This is an optimization exercise on Yosys and OpenROAD, whose aim is small area, not a production implementation.
Only simulation tests tie the RTL to the original design; equivalence was not proved.
Power is estimated from default activity; no workload was simulated.

run E:
==> flow/design.v (excerpt) <==
module MultiCycleCPU(
	input  wire        clk,
	input  wire        reset,
	output wire        base_ram_ce_n,
	output wire        base_ram_oe_n,
	output wire        base_ram_we_n,
	output reg  [3:0]  base_ram_be_n,
	output wire [19:0] base_ram_addr,
	output wire [31:0] base_ram_data_o,
	output reg         base_ram_data_oe,
	input  wire [31:0] base_ram_data_i,
	output reg         uart_rdn,
	output wire        uart_wrn,
	input  wire        uart_dataready,
	input  wire        uart_tbre,
	input  wire        uart_tsre,
	output wire        ext_ram_ce_n,
	output wire        ext_ram_oe_n,
	output wire        ext_ram_we_n,
	output reg  [3:0]  ext_ram_be_n,
	output wire [19:0] ext_ram_addr,
	output reg  [31:0] ext_ram_data_o,
	output reg         ext_ram_data_oe,
	input  wire [31:0] ext_ram_data_i,
	output reg  [31:0] pc_out,
	output wire [31:0] addr_out
);
localparam [1:0] S_IF = 2'd0, S_ID = 2'd1, S_EX = 2'd2, S_ERR = 2'd3;
localparam [1:0] M_IDLE = 2'd0, M_RD = 2'd1, M_WPREP = 2'd2, M_WSTART = 2'd3;
localparam [2:0] W_IDLE = 3'd0, W_LOW = 3'd1, W_TBRE = 3'd2, W_TSRE = 3'd3, W_DONE = 3'd4;
reg [1:0]  st;
reg [1:0]  ms;
reg [3:0]  cnt;
reg        urd, uwr;
reg [2:0]  ws;
reg [4:0]  rs1, rs2;
reg        wbv;
reg [2:0]  step;
reg        acc;             
reg [31:0] insn;
reg [31:0] opa;             
reg [31:0] wb;              
reg [4:0]  wbi;             
reg        cond;            
reg [7:0]  b_lo;            
assign addr_out = {16'h0, 3'h0, rs1, 3'h0, rs2};
wire [6:0] opcode = insn[6:0];
wire [2:0] f3 = insn[14:12];
wire       f7z = insn[31:25] == 7'h0;
wire [4:0] rd = insn[11:7];
wire       rd_nz = rd != 5'd0;
wire c_op    = opcode == 7'b0110011 && f7z && (f3 == 3'b000 || f3 == 3'b111 || f3 == 3'b110 || f3 == 3'b100);
wire c_opimm = opcode == 7'b0010011 && (f3 == 3'b000 || f3 == 3'b111 || f3 == 3'b110 || (f7z && (f3 == 3'b001 || f3 == 3'b101)));
wire c_auipc = opcode == 7'b0010111;
wire c_lui   = opcode == 7'b0110111;
wire c_jal   = opcode == 7'b1101111;
wire c_jalr  = opcode == 7'b1100111 && f3 == 3'b000;
wire c_br    = opcode == 7'b1100011 && f3[2:1] == 2'b00;
wire c_ld    = opcode == 7'b0000011 && (f3 == 3'b000 || f3 == 3'b010);
wire c_st    = opcode == 7'b0100011 && (f3 == 3'b000 || f3 == 3'b010);
wire c_ill   = !(c_op || c_opimm || c_auipc || c_lui || c_jal || c_jalr || c_br || c_ld || c_st);
wire is_word = f3[1];       
  ...
Size: ~4100 cells after synthesis, about 1200 flip-flops, about 260 I/O pins.
==> flow/config.mk <==
export PLATFORM = sky130hd
export DESIGN_NAME = MultiCycleCPU
export DESIGN_NICKNAME = MultiCycleCPU
export VERILOG_FILES = /design/flow/design.v
export SDC_FILE = /design/flow/constraint.sdc
export NUM_CORES = 4
export LEC_CHECK = 0
export CAP_MARGIN = 20
export CORE_MARGIN = 2
export CORE_UTILIZATION = 75
export SLEW_MARGIN = 20
export SYNTH_HIERARCHICAL = 1
==> flow/constraint.sdc <==
create_clock -name core_clock -period 10.0 [get_ports {clk}]
set_input_delay 2.0000 -clock core_clock [delete_from_list [all_inputs] [get_ports {clk}]]
set_output_delay 2.0000 -clock core_clock [all_outputs]
set_load 0.01 [all_outputs]
standard.sh (not shown) runs the stock make flow with config.mk's settings and CLKGATE_MAP_FILE= SYNTH_SCRIPT=/design/flow/synth_recipe.tcl, a recipe that flattens the netlist after the stock synthesis.
==> flow/flow/run.sh <==
#!/bin/bash
# Standard synthesis, then the standard ORFS layout with two knobs changed:
# port buffers of the smallest buffer cell, and a clock tree of clkbuf_16
# clusters of up to 28 flip-flops without dummy loads. Each step's output
# goes to its own log file here.
set -euo pipefail
bash standard.sh synth > synth.log 2>&1
bash standard.sh \
  "BUFFER_PORTS_ARGS=-buffer_cell sky130_fd_sc_hd__buf_1" \
  "CTS_ARGS=-sink_clustering_enable -repair_clock_nets -dont_use_dummy_load -sink_clustering_size 28 -sink_clustering_max_diameter 80" \
  finish > layout.log 2>&1
Run E completed; timing, DRC and antenna clean
#### Input delta (run C over run E)
diff --git a/flow/design.v b/flow/design.v
--- a/flow/design.v
+++ b/flow/design.v
@@ -243,17 +243,17 @@
 			n_st = S_ID;
 		end
 	end
 	S_ID: begin
 		n_rs1 = insn[19:15];
 		n_rs2 = insn[24:20];
 		n_step = 3'd0;
 		n_st = S_EX;
-		n_wb = sum;
+		n_wb = alu;           
 		load_wb = c_lui || c_jal;
 		set_wbv = load_wb;
 	end
 	S_EX: begin
 		if (c_ill) begin
 			n_st = S_ERR;
 		end else if (mem_step) begin
 			n_wb = ldata;
@@ -335,17 +335,17 @@
 			if (step == 3'd1) begin
 				n_wb = alu;
 				load_wb = c_op || c_opimm || c_auipc || c_ld || c_st;
 				set_wbv = c_op || c_opimm || c_auipc;
 				if (c_br) n_cond = eq ^ f3[0];
 				if (c_jalr) n_opa = {sum[31:1], 1'b0};
 			end
 			if (step == 3'd2) begin
-				n_wb = sum;
+				n_wb = alu;       
 				load_wb = c_jalr;
 				set_wbv = c_jalr;
 			end
 		end
 	end
 	default: ;
 	endcase
 	n_wbv = (set_wbv && rd_nz) || (wbv && !wb_done);
@@ -422,11 +422,21 @@
 endfunction
 wire [31:0] shr = sh_in >> b[4:0];
 wire s_add = f3 == 3'b000;
 wire s_xor = f3 == 3'b100;
 wire s_or  = f3 == 3'b110;
 wire s_and = f3 == 3'b111;
 wire s_sll = f3 == 3'b001;
 wire s_srl = f3 == 3'b101;
-assign alu = ({32{s_add}} & sum) | ({32{s_xor | s_or}} & p) | ({32{s_or | s_and}} & g)
-	| ({32{s_srl}} & shr) | ({32{s_sll}} & rev32(shr));
+wire [31:0] m0, m1;
+AluAoi222 u_m0 (.s0(s_add), .d0(sum), .s1(s_xor | s_or), .d1(p), .s2(s_or | s_and), .d2(g), .y(m0));
+AluAoi22 u_m1 (.s0(s_srl), .d0(shr), .s1(s_sll), .d1(rev32(shr)), .y(m1));
+assign alu = ~(m0 & m1);
+endmodule
+module AluAoi222(input wire s0, input wire [31:0] d0, input wire s1, input wire [31:0] d1,
+	input wire s2, input wire [31:0] d2, output wire [31:0] y);
+assign y = ~(({32{s0}} & d0) | ({32{s1}} & d1) | ({32{s2}} & d2));
+endmodule
+module AluAoi22(input wire s0, input wire [31:0] d0, input wire s1, input wire [31:0] d1,
+	output wire [31:0] y);
+assign y = ~(({32{s0}} & d0) | ({32{s1}} & d1));
 endmodule
==> comparison <==
Run E → run C: setup slack picked up an extra 0.76 ns; die area held.
Re global-route usage: run E and run C aren't equal, and the higher value belongs to run E.
In the reports for run E and run C, the larger vias after detailed routing belongs to run E.
First-pass GRT wire length: higher on run E
Of run E and run C, the higher portion of total power attributed to combinational logic belongs to run E.
The leakage power total of run C was superior to that of run E.
In run C the insertion delay of the later-clocked pin in the worst-skew pair turned out 0.03 ns lower than in run E.
Run C vs run E, multi-input logic cell count went down by 2.7%.

[afterwards: timing with drivers on the ports]
In the flow no input, the clock included, has a driving cell. The finished layouts below were timed again as built, in two steps.
Step 1 assumes that a clkbuf_16 drives the clock port and a buf_2 every other input.
Step 2 adds t to the input delays and takes it off the output delays; t is the mean of the earliest and latest rising clock arrival at the registers after step 1. Input paths then give back, and output paths get back, about the clock's delay inside the block.
Three values: ideal, step 1, step 2; two values: the first two.
run | shift t [ns] | setup WS [ns] | hold WS [ns] | worst setup path at the end | latest minus earliest clock arrival (ns)
run E | 0.715 | 1.424 / 1.424 / 1.424 | 0.294 / 0.294 / 0.294 | register to register | 0.109 / 0.109
run C | 0.698 | 2.186 / 2.186 / 2.186 | 0.312 / 0.312 / 0.312 | register to register | 0.085 / 0.085
After both steps setup and hold are still met in every run listed.
